This design comes from an exercise in tuning for small area, a short achievable clock period and few clock cycles per item on the open sky130 flow, not from production work.
The RTL was checked by simulation tests, not by an equivalence proof against the original design.

== job 101 ==
==> flow/design.v <==
module huffman(clk, reset, gray_valid, gray_data, CNT_valid, CNT1, CNT2, CNT3, CNT4, CNT5, CNT6,
    code_valid, HC1, HC2, HC3, HC4, HC5, HC6, M1, M2, M3, M4, M5, M6 );
input clk;
input reset;
input gray_valid;
input [7:0] gray_data;
output CNT_valid;
output [7:0] CNT1, CNT2, CNT3, CNT4, CNT5, CNT6;
output code_valid;
output [7:0] HC1, HC2, HC3, HC4, HC5, HC6;
output [7:0] M1, M2, M3, M4, M5, M6;
	reg [6:0] w [0:5];    
	reg [2:0] ptr [0:5];  
	reg [3:0] hc [0:5];
	reg [3:0] mk [0:5];   
	reg started;          
	reg act;              
	reg ph;               
	reg [4:1] fm;         
	assign CNT1 = {1'b0, w[5]};
	assign CNT2 = {1'b0, w[0]};
	assign CNT3 = {1'b0, w[1]};
	assign CNT4 = {1'b0, w[2]};
	assign CNT5 = {1'b0, w[3]};
	assign CNT6 = {1'b0, w[4]};
	assign HC1 = {3'b0, ptr[0][1], hc[0]};
	assign HC2 = {3'b0, ptr[1][1], hc[1]};
	assign HC3 = {3'b0, ptr[2][1], hc[2]};
	assign HC4 = {3'b0, ptr[3][1], hc[3]};
	assign HC5 = {3'b0, ptr[4][1], hc[4]};
	assign HC6 = {3'b0, ptr[5][1], hc[5]};
	assign M1 = {3'b0, ptr[0][0], mk[0][3:1], 1'b1};
	assign M2 = {3'b0, ptr[1][0], mk[1][3:1], 1'b1};
	assign M3 = {3'b0, ptr[2][0], mk[2][3:1], 1'b1};
	assign M4 = {3'b0, ptr[3][0], mk[3][3:1], 1'b1};
	assign M5 = {3'b0, ptr[4][0], mk[4][3:1], 1'b1};
	assign M6 = {3'b0, ptr[5][0], mk[5][3:1], 1'b1};
	wire detect = started && !gray_valid;
	assign CNT_valid = act && fm[4];
	assign code_valid = !act && !fm[1];
	wire sum = act && ph;
	wire ins = act && !ph;
	wire last = sum && w[2][6] && w[2][5] && w[2][4];
	function lt;
		input [6:0] a, b;
		integer n;
		begin
			lt = 1'b0;
			for (n = 0; n < 7; n = n + 1) lt = (a[n] == b[n]) ? lt : b[n];
		end
	endfunction
	wire [6:0] N = w[0];
	wire [5:1] l;
	genvar k;
	generate for (k = 1; k < 6; k = k + 1) begin : cmp
		assign l[k] = lt(w[k], N);
	end endgenerate
	wire [6:0] c = {1'b0, l[5], l[4:1] | fm, 1'b1};
	wire [6:1] mv = {sum, {5{act}} & (c[5:1] | {5{ph}})};
	wire [2:0] q = {c[4], c[2] & !c[4], (c[1] & !c[2]) | (c[3] & !c[4]) | c[5]};
	wire [6:0] ap = w[0] ^ w[1], ag = w[0] & w[1];
	wire [6:0] cy;
	assign cy[0] = 1'b0;
	assign cy[1] = ag[0];
	assign cy[2] = ag[1] | (ap[1] & ag[0]);
	wire g32 = ag[3] | (ap[3] & ag[2]), p32 = ap[3] & ap[2];
	wire g54 = ag[5] | (ap[5] & ag[4]), p54 = ap[5] & ap[4];
	assign cy[3] = ag[2] | (ap[2] & cy[2]);
	assign cy[4] = g32 | (p32 & cy[2]);
	assign cy[5] = ag[4] | (ap[4] & cy[4]);
	assign cy[6] = g54 | (p54 & cy[4]);
	wire [6:0] ws = ap ^ cy;
	always @(posedge clk or posedge reset) begin
		if (reset) begin
			started <= 0;
			act <= 0;
			ph <= 0;
			fm <= 4'b1111;
		end else begin
			started <= gray_valid || (started && !detect);
			act <= detect || (act && !last);
			ph <= ins && !fm[1];
			if (ins) fm <= {1'b0, fm[4:2]};
		end
	end
	wire [2:0] g = gray_data[2:0];
	wire [5:0] en = {gray_valid && g == 3'd6, gray_valid && g == 3'd5, gray_valid && g == 3'd4,
	                 gray_valid && g == 3'd3, gray_valid && g == 3'd2, gray_valid && g == 3'd1};
	wire [2:0] slot [0:5];
	assign slot[0] = 3'd5; assign slot[1] = 3'd0; assign slot[2] = 3'd1;
	assign slot[3] = 3'd2; assign slot[4] = 3'd3; assign slot[5] = 3'd4;
	genvar j;
	generate for (j = 0; j < 6; j = j + 1) begin : ent
		localparam integer s = (j == 5) ? 0 : j + 1;
		wire [6:0] up = (j < 5) ? w[j + 1] : 7'h7f;
		wire [6:0] ones;    
		assign ones[0] = 1'b1;
		genvar n;
		for (n = 1; n < 7; n = n + 1) begin : pre
			assign ones[n] = &w[j][n - 1:0];
		end
		wire [6:0] inc = w[j] ^ (ones & {7{en[s]}});
		wire tu = (j == 0) ? ins && c[1] : mv[j + 1];
		wire tn = (j == 0) ? act && !tu : mv[j] && !mv[j + 1];
		wire [6:0] nv = (j == 0) ? (sum ? ws : N) : N;
		wire [6:0] d = ({7{tu}} & up) | ({7{tn}} & nv) | ({7{!tu && !tn}} & inc);
		always @(posedge clk or posedge reset) begin
			if (reset) w[j] <= 0;
			else w[j] <= d;
		end
	end endgenerate
	reg [2:0] qr;
	always @(posedge clk or posedge reset) begin
		if (reset) qr <= 0;
		else qr <= (sum && !last) ? 3'd7 : ins ? q : 3'd0;
	end
	genvar i;
	generate for (i = 0; i < 6; i = i + 1) begin : sym
		wire [2:0] p = ptr[i];
		wire [2:0] pm1 = {p[2] & (p[1] | p[0]), p[1] ^ !p[0], !p[0]};  
		wire z = p == 3'd0;
		wire [2:0] pe = z ? ((qr == 3'd7) ? 3'd0 : qr) : ((p <= qr) ? pm1 : p);
		wire a = sum && pe[2:1] == 2'd0;
		wire a0 = sum && pe == 3'd0;
		always @(posedge clk or posedge reset) begin
			if (reset) begin
				ptr[i] <= slot[i];
				hc[i] <= 0;
				mk[i] <= 0;
			end else begin
				ptr[i] <= last ? {1'b0, mk[i][3] && a0, mk[i][3]} : pe;
				mk[i] <= mk[i] | ({4{a}} & {mk[i][2:0], 1'b1});
				hc[i] <= hc[i] | ({4{a0}} & {mk[i][2:0], 1'b1} & ~mk[i]);
			end
		end
	end endgenerate
endmodule
export LEC_CHECK = 0
export CAP_MARGIN = 20
export CORE_MARGIN = 2
export CORE_UTILIZATION = 40
export SETUP_SLACK_MARGIN = 2.5
export SLEW_MARGIN = 20
create_clock -name core_clock -period 5.0 [get_ports {clk}]
standard.sh (not shown) runs the stock make flow with config.mk's settings and CLKGATE_MAP_FILE= SYNTH_SCRIPT=/design/flow/synth_recipe.tcl, a recipe that flattens the netlist after the stock synthesis.
==> flow/flow/run.sh <==
#!/bin/bash
# The standard layout, with plain buffers on the ports instead of the
# resizer's default pick (a slow delay cell), and a clock tree without the
# dummy balancing loads.
set -euo pipefail
export BUFFER_PORTS_ARGS="-buffer_cell sky130_fd_sc_hd__buf_2"
export CTS_ARGS="-sink_clustering_enable -repair_clock_nets -dont_use_dummy_load -buf_list {sky130_fd_sc_hd__clkbuf_4 sky130_fd_sc_hd__clkbuf_8}"
bash standard.sh > standard.log 2>&1
Job 101: done, clean on timing, DRC and antenna
Testbench counts of job 101, summed over its fixed seeds: cycles 11,136, items 96.
Input changes introduced in job 102 (baseline for comparison: job 101):
# job 101
export LEC_CHECK = 0
export CAP_MARGIN = 20
export CORE_MARGIN = 2
export CORE_UTILIZATION = 40
export SETUP_SLACK_MARGIN = 2.5
export SLEW_MARGIN = 20
create_clock -name core_clock -period 5.0 [get_ports {clk}]
# job 102
export LEC_CHECK = 0
export CAP_MARGIN = 20
export CORE_MARGIN = 2
export CORE_UTILIZATION = 40
export SETUP_SLACK_MARGIN = 2.2
export SLEW_MARGIN = 20
create_clock -name core_clock -period 5.0 [get_ports {clk}]
--- outcome ---
Taking job 101 as the reference, in job 102 post-detailed-routing wire length went down by 6.6%; worst setup slack now sits lower; clock latency on the worst-skew pair ~0 delta; synthesized area stayed essentially flat; last weighted congestion value of the routability-driven placer +6.1%.
Delta (job 102 minus job 101): highest cell delay on the worst timing path increased by 50 ps relative to the old numbers; number of instances in the synthesized netlist closely matched the old numbers; layout multi-input combinational cell count closely matched the old numbers.

==> afterwards: timing with drivers on the ports <==
In the flow no input, the clock included, has a driving cell. The finished layouts below were timed again as built, in two steps. Step 1 (the two cells are an assumption about what drives the block):
set clk [get_ports {clk}]
set_driving_cell -lib_cell sky130_fd_sc_hd__clkbuf_16 $clk
set_driving_cell -lib_cell sky130_fd_sc_hd__buf_2 [delete_from_list [all_inputs] $clk]
Step 2, shift: input delay + t, output delay - t, t = (earliest + latest rising clock arrival at the registers) / 2. This alone moves slack from input paths to output paths. a / b / c = no drivers / after step 1 / after step 2; a / b = the first two.
| run | shift t [ns] | slack for setup (ns) | worst setup path after step 2 |
|---|---|---|---|
| job 101 | 0.471 | 2.560 / 2.525 / 2.229 | input to register |
| job 102 | 0.465 | 2.291 / 2.255 / 2.086 | input to register |
After both steps setup and hold are still met in every run listed. For job 101, which loses most, drivers alone change the setup slack by -0.035 ns; drivers and shift together by -0.331 ns.
